This is an optimization exercise on Yosys and OpenROAD, whose aim is small area, a short achievable clock period and few clock cycles per item, not a production implementation.
In this exercise RTL edits were held to simulation tests only and were not proved equivalent to the original.

==> flow/design.v, too long to show whole: its modules and the start of the top module <==
// module coeff_calc: 479 lines
// module fir: 4698 lines
// module fir_fa: 4 lines
// module fir_ha: 4 lines
module fir(
  clock,
  reset,
  calculate,
  data_in,
  data_out,
  data_good
);
  // ...
==> flow/flow/run.sh <==
#!/bin/bash
set -euo pipefail
MARGIN=$(cat flow/margin.txt)
TNS=$(cat flow/tns.txt)
# synthesis exactly as standard.sh does it
bash standard.sh synth > synth.log 2>&1
# the remaining steps: the same make command with the repair target added
sed -e "s|CLKGATE_MAP_FILE= |CLKGATE_MAP_FILE= SETUP_SLACK_MARGIN=$MARGIN TNS_END_PERCENT=$TNS 'BUFFER_PORTS_ARGS=-buffer_cell sky130_fd_sc_hd__buf_4' |" \
    standard.sh > flow_layout.sh
bash flow_layout.sh finish > layout.log 2>&1
test -f out/final.def
==> flow/flow/margin.txt <==
8.2
==> flow/flow/tns.txt <==
100
==> flow/standard.sh <==
#!/bin/bash
# synth_recipe.tcl (not shown) runs the flow's synth.tcl, then flattens the netlist and writes it again
# the make line also repeats each setting of config.mk as NAME=value (left out here)
make -C /OpenROAD-flow-scripts/flow DESIGN_CONFIG=/design/flow/config.mk WORK_HOME=/design/flow/orfs CLKGATE_MAP_FILE= SYNTH_SCRIPT=/design/flow/synth_recipe.tcl "${@:-finish}"
==> flow/config.mk <==
export PLATFORM = sky130hd
export DESIGN_NAME = fir
export DESIGN_NICKNAME = fir
export VERILOG_FILES = /design/flow/design.v
export SDC_FILE = /design/flow/constraint.sdc
export NUM_CORES = 4
export LEC_CHECK = 0
export ABC_CLOCK_PERIOD_IN_PS = 2000
export CAP_MARGIN = 20
export CORE_MARGIN = 2
export CORE_UTILIZATION = 65
export SLEW_MARGIN = 20
export SYNTH_HIERARCHICAL = 1
==> flow/constraint.sdc <==
create_clock -name core_clock -period 13.0 [get_ports {clock}]
set_input_delay 2.6000 -clock core_clock [delete_from_list [all_inputs] [get_ports {clock}]]
set_output_delay 2.6000 -clock core_clock [all_outputs]
set_load 0.01 [all_outputs]
==> flow_metrics.env, run 1 <==
export IMPL_outcome="timing/DRC/antenna clean"
export IMPL_nets=6011
export IMPL_async_flop_share_pct=0.819
export IMPL_synth_compound_area_share_pct=0.750
export IMPL_io_pins=24
export IMPL_endpoint_kind="flop"
export IMPL_hold_buffers=0
export IMPL_routed_wl_um=171000
export IMPL_die_w_um=336
export IMPL_multi_input_area_share_pct=52.2
export IMPL_synth_simple_area_share_pct=0.521
export IMPL_critical_path_class="primary input to flop"
export IMPL_cp_start_kind="primary input"
export IMPL_finalCritPeriodShare_pct=38.0
export IMPL_nWellTaps=1476
export IMPL_signal_buffers=249
export IMPL_placed_cells=5100
export IMPL_synth_common_cells="fa_1, edfxtp_1, inv_1, ha_1"
export IMPL_synth_edf_count=969
export IMPL_synth_top_area_cell="fa_1"
export IMPL_multi_input_area_um2=41600
export IMPL_crit_start="data_in[7]"
export IMPL_grt_use_met2_pct=51.0
export IMPL_cpPeakStageDelay_ns=0.44
Testbench counts, summed over its fixed seeds: cycles 4,000, items 4,000.
==> run 2: changes to the inputs <==
--- a/flow/design.v
+++ b/flow/design.v
@@ -801,17 +801,17 @@
   reg R6_16_0;
   reg R6_16_1;
   reg R6_17_0;
   reg R6_17_1;
   reg R6_18_0;
   reg R6_18_1;
   reg R6_21_0;
   reg [6:0] Y0, Y1;
-  reg G21, P21, G0;
+  reg C15;
   wire [9:0] nH61 = ~H61;
   wire [9:0] nH63 = ~H63;
   wire [9:0] nH64 = ~H64;
   wire [9:0] nH65 = ~H65;
   wire [9:0] nH66 = ~H66;
   wire [9:0] nH67 = ~H67;
   wire [9:0] nH46 = ~H46;
   wire [9:0] nH47 = ~H47;
@@ -4661,17 +4661,179 @@
   wire s1_s1922, s1_c1922;
   fir_fa u_s1_s1922 (.a(R2_17_0), .b(R2_17_1), .c(s1_c1904), .s(s1_s1922), .co(s1_c1922));
   wire s1_s1923, s1_c1923;
   fir_ha u_s1_s1923 (.a(R2_18_0), .b(R2_18_1), .s(s1_s1923), .co(s1_c1923));
   wire s1_s1924, s1_c1924;
   fir_ha u_s1_s1924 (.a(R2_19_0), .b(R2_19_1), .s(s1_s1924), .co(s1_c1924));
   wire s1_s1925, s1_c1925;
   fir_ha u_s1_s1925 (.a(R2_20_0), .b(R2_20_1), .s(s1_s1925), .co(s1_c1925));
-  wire [21:0] r1_sum = {R2_21_0, s1_c1924, s1_c1923, s1_c1922, s1_c1921, s1_c1920, s1_c1919, s1_c1918, s1_c1917, s1_c1916, s1_c1915, s1_c1914, s1_c1913, s1_c1912, s1_c1911, s1_c1910, s1_c1909, s1_c1908, s1_c1907, s1_c1906, s1_c1905, s1_s1888} + {s1_c1925, s1_s1925, s1_s1924, s1_s1923, s1_s1922, s1_s1921, s1_s1920, s1_s1919, s1_s1918, s1_s1917, s1_s1916, s1_s1915, s1_s1914, s1_s1913, s1_s1912, s1_s1911, s1_s1910, s1_s1909, s1_s1908, s1_s1907, s1_s1906, s1_s1905};
+  wire [21:0] r1_a = {R2_21_0, s1_c1924, s1_c1923, s1_c1922, s1_c1921, s1_c1920, s1_c1919, s1_c1918, s1_c1917, s1_c1916, s1_c1915, s1_c1914, s1_c1913, s1_c1912, s1_c1911, s1_c1910, s1_c1909, s1_c1908, s1_c1907, s1_c1906, s1_c1905, s1_s1888};
+  wire [21:0] r1_b = {s1_c1925, s1_s1925, s1_s1924, s1_s1923, s1_s1922, s1_s1921, s1_s1920, s1_s1919, s1_s1918, s1_s1917, s1_s1916, s1_s1915, s1_s1914, s1_s1913, s1_s1912, s1_s1911, s1_s1910, s1_s1909, s1_s1908, s1_s1907, s1_s1906, s1_s1905};
+  wire [21:0] r1_p = r1_a ^ r1_b;
+  wire [21:0] r1_g = r1_a & r1_b;
+  wire r1_g0_1 = r1_g[1] | (r1_p[1] & r1_g[0]);
+  wire r1_p0_1 = r1_p[1] & r1_p[0];
+  wire r1_g0_2 = r1_g[2] | (r1_p[2] & r1_g[1]);
+  wire r1_p0_2 = r1_p[2] & r1_p[1];
+  wire r1_g0_3 = r1_g[3] | (r1_p[3] & r1_g[2]);
+  wire r1_p0_3 = r1_p[3] & r1_p[2];
+  wire r1_g0_4 = r1_g[4] | (r1_p[4] & r1_g[3]);
+  wire r1_p0_4 = r1_p[4] & r1_p[3];
+  wire r1_g0_5 = r1_g[5] | (r1_p[5] & r1_g[4]);
+  wire r1_p0_5 = r1_p[5] & r1_p[4];
+  wire r1_g0_6 = r1_g[6] | (r1_p[6] & r1_g[5]);
+  wire r1_p0_6 = r1_p[6] & r1_p[5];
+  wire r1_g0_7 = r1_g[7] | (r1_p[7] & r1_g[6]);
+  wire r1_p0_7 = r1_p[7] & r1_p[6];
+  wire r1_g0_8 = r1_g[8] | (r1_p[8] & r1_g[7]);
+  wire r1_p0_8 = r1_p[8] & r1_p[7];
+  wire r1_g0_9 = r1_g[9] | (r1_p[9] & r1_g[8]);
+  wire r1_p0_9 = r1_p[9] & r1_p[8];
+  wire r1_g0_10 = r1_g[10] | (r1_p[10] & r1_g[9]);
+  wire r1_p0_10 = r1_p[10] & r1_p[9];
+  wire r1_g0_11 = r1_g[11] | (r1_p[11] & r1_g[10]);
+  wire r1_p0_11 = r1_p[11] & r1_p[10];
+  wire r1_g0_12 = r1_g[12] | (r1_p[12] & r1_g[11]);
+  wire r1_p0_12 = r1_p[12] & r1_p[11];
+  wire r1_g0_13 = r1_g[13] | (r1_p[13] & r1_g[12]);
+  wire r1_p0_13 = r1_p[13] & r1_p[12];
+  wire r1_g0_14 = r1_g[14] | (r1_p[14] & r1_g[13]);
+  wire r1_p0_14 = r1_p[14] & r1_p[13];
+  wire r1_g0_15 = r1_g[15] | (r1_p[15] & r1_g[14]);
+  wire r1_p0_15 = r1_p[15] & r1_p[14];
+  wire r1_g0_16 = r1_g[16] | (r1_p[16] & r1_g[15]);
+  wire r1_p0_16 = r1_p[16] & r1_p[15];
+  wire r1_g0_17 = r1_g[17] | (r1_p[17] & r1_g[16]);
+  wire r1_p0_17 = r1_p[17] & r1_p[16];
+  wire r1_g0_18 = r1_g[18] | (r1_p[18] & r1_g[17]);
+  wire r1_p0_18 = r1_p[18] & r1_p[17];
+  wire r1_g0_19 = r1_g[19] | (r1_p[19] & r1_g[18]);
+  wire r1_p0_19 = r1_p[19] & r1_p[18];
+  wire r1_g0_20 = r1_g[20] | (r1_p[20] & r1_g[19]);
+  wire r1_p0_20 = r1_p[20] & r1_p[19];
+  wire r1_g0_21 = r1_g[21] | (r1_p[21] & r1_g[20]);
+  wire r1_p0_21 = r1_p[21] & r1_p[20];
+  wire r1_g1_2 = r1_g0_2 | (r1_p0_2 & r1_g[0]);
+  wire r1_p1_2 = r1_p0_2 & r1_p[0];
+  wire r1_g1_3 = r1_g0_3 | (r1_p0_3 & r1_g0_1);
+  wire r1_p1_3 = r1_p0_3 & r1_p0_1;
+  wire r1_g1_4 = r1_g0_4 | (r1_p0_4 & r1_g0_2);
+  wire r1_p1_4 = r1_p0_4 & r1_p0_2;
+  wire r1_g1_5 = r1_g0_5 | (r1_p0_5 & r1_g0_3);
+  wire r1_p1_5 = r1_p0_5 & r1_p0_3;
+  wire r1_g1_6 = r1_g0_6 | (r1_p0_6 & r1_g0_4);
+  wire r1_p1_6 = r1_p0_6 & r1_p0_4;
+  wire r1_g1_7 = r1_g0_7 | (r1_p0_7 & r1_g0_5);
+  wire r1_p1_7 = r1_p0_7 & r1_p0_5;
+  wire r1_g1_8 = r1_g0_8 | (r1_p0_8 & r1_g0_6);
+  wire r1_p1_8 = r1_p0_8 & r1_p0_6;
+  wire r1_g1_9 = r1_g0_9 | (r1_p0_9 & r1_g0_7);
+  wire r1_p1_9 = r1_p0_9 & r1_p0_7;
+  wire r1_g1_10 = r1_g0_10 | (r1_p0_10 & r1_g0_8);
+  wire r1_p1_10 = r1_p0_10 & r1_p0_8;
+  wire r1_g1_11 = r1_g0_11 | (r1_p0_11 & r1_g0_9);
+  wire r1_p1_11 = r1_p0_11 & r1_p0_9;
+  wire r1_g1_12 = r1_g0_12 | (r1_p0_12 & r1_g0_10);
+  wire r1_p1_12 = r1_p0_12 & r1_p0_10;
+  wire r1_g1_13 = r1_g0_13 | (r1_p0_13 & r1_g0_11);
+  wire r1_p1_13 = r1_p0_13 & r1_p0_11;
+  wire r1_g1_14 = r1_g0_14 | (r1_p0_14 & r1_g0_12);
+  wire r1_p1_14 = r1_p0_14 & r1_p0_12;
+  wire r1_g1_15 = r1_g0_15 | (r1_p0_15 & r1_g0_13);
+  wire r1_p1_15 = r1_p0_15 & r1_p0_13;
+  wire r1_g1_16 = r1_g0_16 | (r1_p0_16 & r1_g0_14);
+  wire r1_p1_16 = r1_p0_16 & r1_p0_14;
+  wire r1_g1_17 = r1_g0_17 | (r1_p0_17 & r1_g0_15);
+  wire r1_p1_17 = r1_p0_17 & r1_p0_15;
+  wire r1_g1_18 = r1_g0_18 | (r1_p0_18 & r1_g0_16);
+  wire r1_p1_18 = r1_p0_18 & r1_p0_16;
+  wire r1_g1_19 = r1_g0_19 | (r1_p0_19 & r1_g0_17);
+  wire r1_p1_19 = r1_p0_19 & r1_p0_17;
+  wire r1_g1_20 = r1_g0_20 | (r1_p0_20 & r1_g0_18);
+  wire r1_p1_20 = r1_p0_20 & r1_p0_18;
+  wire r1_g1_21 = r1_g0_21 | (r1_p0_21 & r1_g0_19);
+  wire r1_p1_21 = r1_p0_21 & r1_p0_19;
+  wire r1_g2_4 = r1_g1_4 | (r1_p1_4 & r1_g[0]);
+  wire r1_p2_4 = r1_p1_4 & r1_p[0];
+  wire r1_g2_5 = r1_g1_5 | (r1_p1_5 & r1_g0_1);
+  wire r1_p2_5 = r1_p1_5 & r1_p0_1;
+  wire r1_g2_6 = r1_g1_6 | (r1_p1_6 & r1_g1_2);
+  wire r1_p2_6 = r1_p1_6 & r1_p1_2;
+  wire r1_g2_7 = r1_g1_7 | (r1_p1_7 & r1_g1_3);
+  wire r1_p2_7 = r1_p1_7 & r1_p1_3;
+  wire r1_g2_8 = r1_g1_8 | (r1_p1_8 & r1_g1_4);
+  wire r1_p2_8 = r1_p1_8 & r1_p1_4;
+  wire r1_g2_9 = r1_g1_9 | (r1_p1_9 & r1_g1_5);
+  wire r1_p2_9 = r1_p1_9 & r1_p1_5;
+  wire r1_g2_10 = r1_g1_10 | (r1_p1_10 & r1_g1_6);
+  wire r1_p2_10 = r1_p1_10 & r1_p1_6;
+  wire r1_g2_11 = r1_g1_11 | (r1_p1_11 & r1_g1_7);
+  wire r1_p2_11 = r1_p1_11 & r1_p1_7;
+  wire r1_g2_12 = r1_g1_12 | (r1_p1_12 & r1_g1_8);
+  wire r1_p2_12 = r1_p1_12 & r1_p1_8;
+  wire r1_g2_13 = r1_g1_13 | (r1_p1_13 & r1_g1_9);
+  wire r1_p2_13 = r1_p1_13 & r1_p1_9;
+  wire r1_g2_14 = r1_g1_14 | (r1_p1_14 & r1_g1_10);
+  wire r1_p2_14 = r1_p1_14 & r1_p1_10;
+  wire r1_g2_15 = r1_g1_15 | (r1_p1_15 & r1_g1_11);
+  wire r1_p2_15 = r1_p1_15 & r1_p1_11;
+  wire r1_g2_16 = r1_g1_16 | (r1_p1_16 & r1_g1_12);
+  wire r1_p2_16 = r1_p1_16 & r1_p1_12;
+  wire r1_g2_17 = r1_g1_17 | (r1_p1_17 & r1_g1_13);
+  wire r1_p2_17 = r1_p1_17 & r1_p1_13;
+  wire r1_g2_18 = r1_g1_18 | (r1_p1_18 & r1_g1_14);
+  wire r1_p2_18 = r1_p1_18 & r1_p1_14;
+  wire r1_g2_19 = r1_g1_19 | (r1_p1_19 & r1_g1_15);
+  wire r1_p2_19 = r1_p1_19 & r1_p1_15;
+  wire r1_g2_20 = r1_g1_20 | (r1_p1_20 & r1_g1_16);
+  wire r1_p2_20 = r1_p1_20 & r1_p1_16;
+  wire r1_g2_21 = r1_g1_21 | (r1_p1_21 & r1_g1_17);
+  wire r1_p2_21 = r1_p1_21 & r1_p1_17;
+  wire r1_g3_8 = r1_g2_8 | (r1_p2_8 & r1_g[0]);
+  wire r1_p3_8 = r1_p2_8 & r1_p[0];
+  wire r1_g3_9 = r1_g2_9 | (r1_p2_9 & r1_g0_1);
+  wire r1_p3_9 = r1_p2_9 & r1_p0_1;
+  wire r1_g3_10 = r1_g2_10 | (r1_p2_10 & r1_g1_2);
+  wire r1_p3_10 = r1_p2_10 & r1_p1_2;
+  wire r1_g3_11 = r1_g2_11 | (r1_p2_11 & r1_g1_3);
+  wire r1_p3_11 = r1_p2_11 & r1_p1_3;
+  wire r1_g3_12 = r1_g2_12 | (r1_p2_12 & r1_g2_4);
+  wire r1_p3_12 = r1_p2_12 & r1_p2_4;
+  wire r1_g3_13 = r1_g2_13 | (r1_p2_13 & r1_g2_5);
+  wire r1_p3_13 = r1_p2_13 & r1_p2_5;
+  wire r1_g3_14 = r1_g2_14 | (r1_p2_14 & r1_g2_6);
+  wire r1_p3_14 = r1_p2_14 & r1_p2_6;
+  wire r1_g3_15 = r1_g2_15 | (r1_p2_15 & r1_g2_7);
+  wire r1_p3_15 = r1_p2_15 & r1_p2_7;
+  wire r1_g3_16 = r1_g2_16 | (r1_p2_16 & r1_g2_8);
+  wire r1_p3_16 = r1_p2_16 & r1_p2_8;
+  wire r1_g3_17 = r1_g2_17 | (r1_p2_17 & r1_g2_9);
+  wire r1_p3_17 = r1_p2_17 & r1_p2_9;
+  wire r1_g3_18 = r1_g2_18 | (r1_p2_18 & r1_g2_10);
+  wire r1_p3_18 = r1_p2_18 & r1_p2_10;
+  wire r1_g3_19 = r1_g2_19 | (r1_p2_19 & r1_g2_11);
+  wire r1_p3_19 = r1_p2_19 & r1_p2_11;
+  wire r1_g3_20 = r1_g2_20 | (r1_p2_20 & r1_g2_12);
+  wire r1_p3_20 = r1_p2_20 & r1_p2_12;
+  wire r1_g3_21 = r1_g2_21 | (r1_p2_21 & r1_g2_13);
+  wire r1_p3_21 = r1_p2_21 & r1_p2_13;
+  wire r1_g4_16 = r1_g3_16 | (r1_p3_16 & r1_g[0]);
+  wire r1_p4_16 = r1_p3_16 & r1_p[0];
+  wire r1_g4_17 = r1_g3_17 | (r1_p3_17 & r1_g0_1);
+  wire r1_p4_17 = r1_p3_17 & r1_p0_1;
+  wire r1_g4_18 = r1_g3_18 | (r1_p3_18 & r1_g1_2);
+  wire r1_p4_18 = r1_p3_18 & r1_p1_2;
+  wire r1_g4_19 = r1_g3_19 | (r1_p3_19 & r1_g1_3);
+  wire r1_p4_19 = r1_p3_19 & r1_p1_3;
+  wire r1_g4_20 = r1_g3_20 | (r1_p3_20 & r1_g2_4);
+  wire r1_p4_20 = r1_p3_20 & r1_p2_4;
+  wire r1_g4_21 = r1_g3_21 | (r1_p3_21 & r1_g2_5);
+  wire r1_p4_21 = r1_p3_21 & r1_p2_5;
+  wire [21:0] r1_sum = {r1_p[21] ^ r1_g4_20, r1_p[20] ^ r1_g4_19, r1_p[19] ^ r1_g4_18, r1_p[18] ^ r1_g4_17, r1_p[17] ^ r1_g4_16, r1_p[16] ^ r1_g3_15, r1_p[15] ^ r1_g3_14, r1_p[14] ^ r1_g3_13, r1_p[13] ^ r1_g3_12, r1_p[12] ^ r1_g3_11, r1_p[11] ^ r1_g3_10, r1_p[10] ^ r1_g3_9, r1_p[9] ^ r1_g3_8, r1_p[8] ^ r1_g2_7, r1_p[7] ^ r1_g2_6, r1_p[6] ^ r1_g2_5, r1_p[5] ^ r1_g2_4, r1_p[4] ^ r1_g1_3, r1_p[3] ^ r1_g1_2, r1_p[2] ^ r1_g0_1, r1_p[1] ^ r1_g[0], r1_p[0]};
   wire [9:0] nH0 = ~H0;
   wire e_s1926, e_c1926;
   fir_ha u_e_s1926 (.a(H0[7]), .b(H0[5]), .s(e_s1926), .co(e_c1926));
   wire e_s1927, e_c1927;
   fir_fa u_e_s1927 (.a(H0[8]), .b(H0[6]), .c(nH0[4]), .s(e_s1927), .co(e_c1927));
   wire e_s1928, e_c1928;
   fir_fa u_e_s1928 (.a(H0[9]), .b(H0[7]), .c(nH0[5]), .s(e_s1928), .co(e_c1928));
   wire e_s1929, e_c1929;
@@ -4846,25 +5008,141 @@
   wire o_s2013, o_c2013;
   fir_fa u_o_s2013 (.a(data_in[9]), .b(o_c1994), .c(o_s1995), .s(o_s2013), .co(o_c2013));
   wire o_s2014, o_c2014;
   fir_fa u_o_s2014 (.a(R1_19_0), .b(e_c1965), .c(o_c1995), .s(o_s2014), .co(o_c2014));
   wire [14:0] lo_a = {o_c2008, o_c2007, o_c2006, o_c2005, o_c2004, o_c2003, o_c2002, o_c2001, o_c2000, o_c1999, o_c1998, o_c1997, o_c1996, data_in[0], H0[0]};
   wire [14:0] lo_b = {o_s2009, o_s2008, o_s2007, o_s2006, o_s2005, o_s2004, o_s2003, o_s2002, o_s2001, o_s2000, o_s1999, o_s1998, o_s1997, o_s1996, R1_0_0};
   wire [6:0] hi_a = {R1_21_0, R1_20_0, o_c2013, o_c2012, o_c2011, o_c2010, o_c2009};
   wire [6:0] hi_b = {1'b0, o_c2014, o_s2014, o_s2013, o_s2012, o_s2011, o_s2010};
-  wire [5:0] g0s = lo_a[4:0] + lo_b[4:0];
-  wire [5:0] g1s = lo_a[9:5] + lo_b[9:5];
-  wire [5:0] g2s = lo_a[14:10] + lo_b[14:10];
-  wire p1 = &(lo_a[9:5] ^ lo_b[9:5]);
-  wire p2 = &(lo_a[14:10] ^ lo_b[14:10]);
-  wire g21 = g2s[5] | (p2 & g1s[5]);
-  wire p21 = p2 & p1;
-  wire [6:0] hi0 = hi_a + hi_b;
-  wire [6:0] hi1 = hi_a + hi_b + 7'd1;
+  wire [14:0] lp = lo_a ^ lo_b;
+  wire [14:0] lg = lo_a & lo_b;
+  wire [6:0] hp = hi_a ^ hi_b;
+  wire [6:0] hg = hi_a & hi_b;
+  wire kl_g0_1 = lg[1] | (lp[1] & lg[0]);
+  wire kl_p0_1 = lp[1] & lp[0];
+  wire kl_g0_2 = lg[2] | (lp[2] & lg[1]);
+  wire kl_p0_2 = lp[2] & lp[1];
+  wire kl_g0_3 = lg[3] | (lp[3] & lg[2]);
+  wire kl_p0_3 = lp[3] & lp[2];
+  wire kl_g0_4 = lg[4] | (lp[4] & lg[3]);
+  wire kl_p0_4 = lp[4] & lp[3];
+  wire kl_g0_5 = lg[5] | (lp[5] & lg[4]);
+  wire kl_p0_5 = lp[5] & lp[4];
+  wire kl_g0_6 = lg[6] | (lp[6] & lg[5]);
+  wire kl_p0_6 = lp[6] & lp[5];
+  wire kl_g0_7 = lg[7] | (lp[7] & lg[6]);
+  wire kl_p0_7 = lp[7] & lp[6];
+  wire kl_g0_8 = lg[8] | (lp[8] & lg[7]);
+  wire kl_p0_8 = lp[8] & lp[7];
+  wire kl_g0_9 = lg[9] | (lp[9] & lg[8]);
+  wire kl_p0_9 = lp[9] & lp[8];
+  wire kl_g0_10 = lg[10] | (lp[10] & lg[9]);
+  wire kl_p0_10 = lp[10] & lp[9];
+  wire kl_g0_11 = lg[11] | (lp[11] & lg[10]);
+  wire kl_p0_11 = lp[11] & lp[10];
+  wire kl_g0_12 = lg[12] | (lp[12] & lg[11]);
+  wire kl_p0_12 = lp[12] & lp[11];
+  wire kl_g0_13 = lg[13] | (lp[13] & lg[12]);
+  wire kl_p0_13 = lp[13] & lp[12];
+  wire kl_g0_14 = lg[14] | (lp[14] & lg[13]);
+  wire kl_p0_14 = lp[14] & lp[13];
+  wire kl_g1_2 = kl_g0_2 | (kl_p0_2 & lg[0]);
+  wire kl_p1_2 = kl_p0_2 & lp[0];
+  wire kl_g1_3 = kl_g0_3 | (kl_p0_3 & kl_g0_1);
+  wire kl_p1_3 = kl_p0_3 & kl_p0_1;
+  wire kl_g1_4 = kl_g0_4 | (kl_p0_4 & kl_g0_2);
+  wire kl_p1_4 = kl_p0_4 & kl_p0_2;
+  wire kl_g1_5 = kl_g0_5 | (kl_p0_5 & kl_g0_3);
+  wire kl_p1_5 = kl_p0_5 & kl_p0_3;
+  wire kl_g1_6 = kl_g0_6 | (kl_p0_6 & kl_g0_4);
+  wire kl_p1_6 = kl_p0_6 & kl_p0_4;
+  wire kl_g1_7 = kl_g0_7 | (kl_p0_7 & kl_g0_5);
+  wire kl_p1_7 = kl_p0_7 & kl_p0_5;
+  wire kl_g1_8 = kl_g0_8 | (kl_p0_8 & kl_g0_6);
+  wire kl_p1_8 = kl_p0_8 & kl_p0_6;
+  wire kl_g1_9 = kl_g0_9 | (kl_p0_9 & kl_g0_7);
+  wire kl_p1_9 = kl_p0_9 & kl_p0_7;
+  wire kl_g1_10 = kl_g0_10 | (kl_p0_10 & kl_g0_8);
+  wire kl_p1_10 = kl_p0_10 & kl_p0_8;
+  wire kl_g1_11 = kl_g0_11 | (kl_p0_11 & kl_g0_9);
+  wire kl_p1_11 = kl_p0_11 & kl_p0_9;
+  wire kl_g1_12 = kl_g0_12 | (kl_p0_12 & kl_g0_10);
+  wire kl_p1_12 = kl_p0_12 & kl_p0_10;
+  wire kl_g1_13 = kl_g0_13 | (kl_p0_13 & kl_g0_11);
+  wire kl_p1_13 = kl_p0_13 & kl_p0_11;
+  wire kl_g1_14 = kl_g0_14 | (kl_p0_14 & kl_g0_12);
+  wire kl_p1_14 = kl_p0_14 & kl_p0_12;
+  wire kl_g2_4 = kl_g1_4 | (kl_p1_4 & lg[0]);
+  wire kl_p2_4 = kl_p1_4 & lp[0];
+  wire kl_g2_5 = kl_g1_5 | (kl_p1_5 & kl_g0_1);
+  wire kl_p2_5 = kl_p1_5 & kl_p0_1;
+  wire kl_g2_6 = kl_g1_6 | (kl_p1_6 & kl_g1_2);
+  wire kl_p2_6 = kl_p1_6 & kl_p1_2;
+  wire kl_g2_7 = kl_g1_7 | (kl_p1_7 & kl_g1_3);
+  wire kl_p2_7 = kl_p1_7 & kl_p1_3;
+  wire kl_g2_8 = kl_g1_8 | (kl_p1_8 & kl_g1_4);
+  wire kl_p2_8 = kl_p1_8 & kl_p1_4;
+  wire kl_g2_9 = kl_g1_9 | (kl_p1_9 & kl_g1_5);
+  wire kl_p2_9 = kl_p1_9 & kl_p1_5;
+  wire kl_g2_10 = kl_g1_10 | (kl_p1_10 & kl_g1_6);
+  wire kl_p2_10 = kl_p1_10 & kl_p1_6;
+  wire kl_g2_11 = kl_g1_11 | (kl_p1_11 & kl_g1_7);
+  wire kl_p2_11 = kl_p1_11 & kl_p1_7;
+  wire kl_g2_12 = kl_g1_12 | (kl_p1_12 & kl_g1_8);
+  wire kl_p2_12 = kl_p1_12 & kl_p1_8;
+  wire kl_g2_13 = kl_g1_13 | (kl_p1_13 & kl_g1_9);
+  wire kl_p2_13 = kl_p1_13 & kl_p1_9;
+  wire kl_g2_14 = kl_g1_14 | (kl_p1_14 & kl_g1_10);
+  wire kl_p2_14 = kl_p1_14 & kl_p1_10;
+  wire kl_g3_8 = kl_g2_8 | (kl_p2_8 & lg[0]);
+  wire kl_p3_8 = kl_p2_8 & lp[0];
+  wire kl_g3_9 = kl_g2_9 | (kl_p2_9 & kl_g0_1);
+  wire kl_p3_9 = kl_p2_9 & kl_p0_1;
+  wire kl_g3_10 = kl_g2_10 | (kl_p2_10 & kl_g1_2);
+  wire kl_p3_10 = kl_p2_10 & kl_p1_2;
+  wire kl_g3_11 = kl_g2_11 | (kl_p2_11 & kl_g1_3);
+  wire kl_p3_11 = kl_p2_11 & kl_p1_3;
+  wire kl_g3_12 = kl_g2_12 | (kl_p2_12 & kl_g2_4);
+  wire kl_p3_12 = kl_p2_12 & kl_p2_4;
+  wire kl_g3_13 = kl_g2_13 | (kl_p2_13 & kl_g2_5);
+  wire kl_p3_13 = kl_p2_13 & kl_p2_5;
+  wire kl_g3_14 = kl_g2_14 | (kl_p2_14 & kl_g2_6);
+  wire kl_p3_14 = kl_p2_14 & kl_p2_6;
+  wire kh_g0_1 = hg[1] | (hp[1] & hg[0]);
+  wire kh_p0_1 = hp[1] & hp[0];
+  wire kh_g0_2 = hg[2] | (hp[2] & hg[1]);
+  wire kh_p0_2 = hp[2] & hp[1];
+  wire kh_g0_3 = hg[3] | (hp[3] & hg[2]);
+  wire kh_p0_3 = hp[3] & hp[2];
+  wire kh_g0_4 = hg[4] | (hp[4] & hg[3]);
+  wire kh_p0_4 = hp[4] & hp[3];
+  wire kh_g0_5 = hg[5] | (hp[5] & hg[4]);
+  wire kh_p0_5 = hp[5] & hp[4];
+  wire kh_g0_6 = hg[6] | (hp[6] & hg[5]);
+  wire kh_p0_6 = hp[6] & hp[5];
+  wire kh_g1_2 = kh_g0_2 | (kh_p0_2 & hg[0]);
+  wire kh_p1_2 = kh_p0_2 & hp[0];
+  wire kh_g1_3 = kh_g0_3 | (kh_p0_3 & kh_g0_1);
+  wire kh_p1_3 = kh_p0_3 & kh_p0_1;
+  wire kh_g1_4 = kh_g0_4 | (kh_p0_4 & kh_g0_2);
+  wire kh_p1_4 = kh_p0_4 & kh_p0_2;
+  wire kh_g1_5 = kh_g0_5 | (kh_p0_5 & kh_g0_3);
+  wire kh_p1_5 = kh_p0_5 & kh_p0_3;
+  wire kh_g1_6 = kh_g0_6 | (kh_p0_6 & kh_g0_4);
+  wire kh_p1_6 = kh_p0_6 & kh_p0_4;
+  wire kh_g2_4 = kh_g1_4 | (kh_p1_4 & hg[0]);
+  wire kh_p2_4 = kh_p1_4 & hp[0];
+  wire kh_g2_5 = kh_g1_5 | (kh_p1_5 & kh_g0_1);
+  wire kh_p2_5 = kh_p1_5 & kh_p0_1;
+  wire kh_g2_6 = kh_g1_6 | (kh_p1_6 & kh_g1_2);
+  wire kh_p2_6 = kh_p1_6 & kh_p1_2;
+  wire c15 = kl_g3_14;
+  wire [6:0] hi0 = {hp[6] ^ kh_g2_5, hp[5] ^ kh_g2_4, hp[4] ^ kh_g1_3, hp[3] ^ kh_g1_2, hp[2] ^ kh_g0_1, hp[1] ^ hg[0], hp[0]};
+  wire [6:0] hi1 = {hp[6] ^ (kh_g2_5 | kh_p2_5), hp[5] ^ (kh_g2_4 | kh_p2_4), hp[4] ^ (kh_g1_3 | kh_p1_3), hp[3] ^ (kh_g1_2 | kh_p1_2), hp[2] ^ (kh_g0_1 | kh_p0_1), hp[1] ^ (hg[0] | hp[0]), ~hp[0]};
   always @(posedge clock) begin
     if (shift) begin
       H0 <= clearing ? 10'h3ff : ~data_in;
       H1 <= H0;
       H2 <= H1;
       H3 <= H2;
       H4 <= H3;
       H5 <= H4;
@@ -5161,23 +5439,20 @@
       R6_17_1 <= s6_s365;
       R6_18_0 <= s6_c347;
       R6_18_1 <= s6_c365;
       R6_21_0 <= 1'b1;
     end
     if (calculate) begin
       Y0  <= hi0;
       Y1  <= hi1;
-      G21 <= g21;
-      P21 <= p21;
-      G0  <= g0s[5];
+      C15 <= c15;
     end
   end
-  wire c15 = G21 | (P21 & G0);
-  wire [6:0] y_hi = c15 ? Y1 : Y0;
+  wire [6:0] y_hi = C15 ? Y1 : Y0;
   assign data_out = {{3{y_hi[6]}}, y_hi};
 endmodule
 module fir_fa(input a, input b, input c, output s, output co);
   assign s = a ^ b ^ c;
   assign co = (a & b) | (a & c) | (b & c);
 endmodule
 module fir_ha(input a, input b, output s, output co);
   assign s = a ^ b;
==> flow_metrics.env, run 2 <==
export IMPL_die_y_um=336
export IMPL_setup_viol=0
export IMPL_crit_start="data_in[7]"
export IMPL_avgSynthCellArea_um2=20.0
export IMPL_clock_sinks=975
export IMPL_relSlewSlack_pct=29.0
export IMPL_dp_slack_ns=7.06
export IMPL_rsz0062_at_grt="yes"
export IMPL_port_buffers=23
export IMPL_r2r_setup_slack_ns=8.24
export IMPL_finalCritPeriodShare_pct=37.3
export IMPL_coreArea_um2=109000
export IMPL_skew_ns=0.0297
export IMPL_nets=6038
export IMPL_yosys_register_bits=975
export IMPL_final_common_cell="fa_1"
export IMPL_yosysSeqAreaShare_pct=40.8
export IMPL_viasPerCell=5.95
export IMPL_final_cell_area_um2=79800
export IMPL_endpoint_kind="flop"
export IMPL_synth_common_cells="fa_1, edfxtp_1, inv_1, ha_1, a21oi_1"
export IMPL_htreeDepth=3
export IMPL_multi_input_area_um2=41400
export IMPL_hp_class="flop to flop"
export IMPL_vias=33000
export IMPL_drt_pass1_iterations=7
export IMPL_drc_errors=0
export IMPL_fill_cells=6457
export IMPL_max_cap_viol_count=0
export IMPL_yosysUniqueCellTypes=51
export IMPL_whs_ns=0.420
export IMPL_synthFlopType="edfxtp_1"
export IMPL_dp_final_hpwl_um=140000
export IMPL_yosysMostFrequentCell="fa_1"
export IMPL_r2r_end="Y1[6]"
export IMPL_start_util_pct=65.7
export IMPL_clk_path_buf_depth=3
export IMPL_hold_buffers=0
export IMPL_synth_area_um2=71700
export IMPL_wire_per_inst_um=30.9
export IMPL_arrival_ns=5.29
export IMPL_grt_max_degree=178
export IMPL_fmax_ghz=0.206
export IMPL_hold_viol=0
export IMPL_io_pins=24
export IMPL_ant_nets=0
export IMPL_antenna_found_initial=0
export IMPL_cp_start_kind="primary input"
export IMPL_die_w_um=336
export IMPL_clkTransAtPathRegs_ns=0.06
export IMPL_synth_top_area_cell="fa_1"
export IMPL_cp_max_fo=4
export IMPL_fin_ws_ns=8.15
export IMPL_synthTopCellsByArea="fa_1, edfxtp_1, ha_1"
export IMPL_reg2reg_depth=17
export IMPL_cp_data_required_time_ns=13.45
export IMPL_insertion_delay_ns=0.72
export IMPL_tritoncts="yes"
export IMPL_fin_tns_setup_ns=0
export IMPL_num_rows=121
export IMPL_outcome="timing/DRC/antenna clean"
export IMPL_grt_pass1_vias=39200
export IMPL_placed_area_um2=73900
export IMPL_yosysWarnings=7
export IMPL_n_antenna_cell=0
export IMPL_final_max_slew_viol_count=0
export IMPL_crit_end="Y1[6]"
export IMPL_syn_inst=3589
export IMPL_routed_wl_um=171000
export IMPL_drt_iter0_drc=3066
export IMPL_register_area_um2=29200
export IMPL_synth_edf_count=967
export IMPL_final_cell_mix="fa_1, edfxtp_1, inv_1, buf_4, ha_1"
export IMPL_regToRegStartpoint="H0[8]"
export IMPL_cts_inserted_buffers=108
export IMPL_die_area_um2=113000
export IMPL_syn_nets=5653
export IMPL_grt_first_pass_wirelength_um=259000
export IMPL_grt_overflow=0
export IMPL_cts_root_buf="clkbuf_16"
export IMPL_grt_usage_pct=32.9
export IMPL_fin_crit_ns=4.85
export IMPL_gp_congestion=0.979
export IMPL_tightest_slew_ns=1.07
export IMPL_hold_depth=0
export IMPL_async_flop_share_pct=0.821
export IMPL_critical_path_class="primary input to flop"
export IMPL_synth_top_cell_area_share_pct=52.5
export IMPL_drive_above_1_share_pct=15.4
export IMPL_syn_to_final_growth_pct=11.3
## run 2: changes by cell type in the layout (fill, tap and decap cells not counted), moves of 5 or more
cell       previous run  this run
fa_1               1722      1782
fa_2                158        98
bufinv_16            13        19
clkbuf_1             22        10
xnor2_1              17        23
inv_1               324       332
nand2_1              29        24
buf_4               234       271
nor2_1               12        17
clkinv_1             17        12
## run 2: final cells by class
type | instances | area share (%)
multi-input combinational | 2240 | 51.8
inverter | 367 | 1.78
clock buffer | 118 | 3.43
clock inverter | 81 | 1.26
timing repair buffer | 282 | 2.76
sequential | 975 | 36.6
tap | 1476 | 2.31
## run 2: kinds of logic (layout without fill, tap and decap cells)
family / Yosys count / in the layout / synth area share [%]
adder cells (fa/ha/maj): 2051 / 2051 / 55.5
AO/OA/AOI/OAI: 73 / 73 / 0.750
AND/OR/NAND/NOR: 75 / 75 / 0.501
buffers and inverters: 374 / 848 / 1.97
XOR/XNOR: 33 / 33 / 0.403
flip-flops: 975 / 975 / 40.8
multiplexers: 8 / 8 / 0.126
## run 2: worst max-delay path, cell delays in order
cell and delay [ns]:
buf_12 0.11, inv_12 0.03, fa_2 0.33, fa_2 0.34, fa_2 0.57, ha_4 0.14
inv_2 0.04, fa_2 0.35, inv_1 0.08, a21oi_2 0.06, o21bai_2 0.19, a41oi_2 0.07
o21bai_1 0.16, a21oi_1 0.09, xnor2_1 0.13
## run 2: metrics by stage
step / utilization, % / std cells
after floorplan: - / 3589
after global placement: 67.7 / 5092
after detailed placement: 67.7 / 5092
after CTS: 71.9 / 5390
after global routing: 73.1 / 5539
final: 73.1 / 5539
## run 2: what timing repair did
action	4_1_cts	5_1_grt
hold endpoints to repair	0	0
pin swaps	2	58
buffers inserted	99	149
gates resized for setup	31	118
endpoints found under the setup margin	377	347
## run 2: routing by layer
metal  wire (um)  track usage [%]
met1       66500             47.7
met2       85700             52.4
met3       11800             5.72
met4        7090             11.0
met5           0                0
## run 2: how the worst min path moves through the flow
stage,startpoint,slack [ns],end
6_report,H16[2],0.42,H17[2]
5_1_grt,H16[2],0.42,H17[2]
4_1_cts,H16[2],0.42,H17[2]
3_5_place_dp,H16[2],0.41,H17[2]
3_3_place_gp,H16[6],0.40,H17[6]
2_1_floorplan,H16[0],0.40,H17[0]
## run 2: modules after synthesis, one instance, submodules excluded
| module | flops+latches | area, um^2 |
|---|---|---|
| fir_fa | 0 | 20.0 |
| fir | 975 | 32600 |
| fir_ha | 0 | 12.5 |
Testbench counts of run 2, summed over its fixed seeds: cycles 4,000, items 4,000.

port drivers added, routing unchanged:
How much do the figures lean on ideal ports? The routed layouts below were timed once more, with nothing changed but the port constraints. Step 1 sets driving cells, clkbuf_16 on the clock port and buf_2 on the other inputs (assumed; they add their load-dependent delay and slew). Step 2 adds t to the input delays and takes it off the output delays; t is the mean of the earliest and latest rising clock arrival at the registers after step 1. Input paths then give back, and output paths get back, about the clock's delay inside the block. Slacks: ideal ports / drivers / drivers and shift; pairs: ideal ports / drivers.
run	t, ns	slack for setup (ns)	clock arrival spread, ns	worst register clock-pin slew, ns
run 1	0.764	8.065 / 8.071 / 7.307	0.043 / 0.044	0.07 / 0.07
run 2	0.770	8.154 / 8.153 / 7.382	0.034 / 0.033	0.07 / 0.07
After both steps every run listed still meets setup and hold. The setup slack of run 2, which loses most, moves by -0.001 ns with the drivers and by -0.772 ns with both steps.
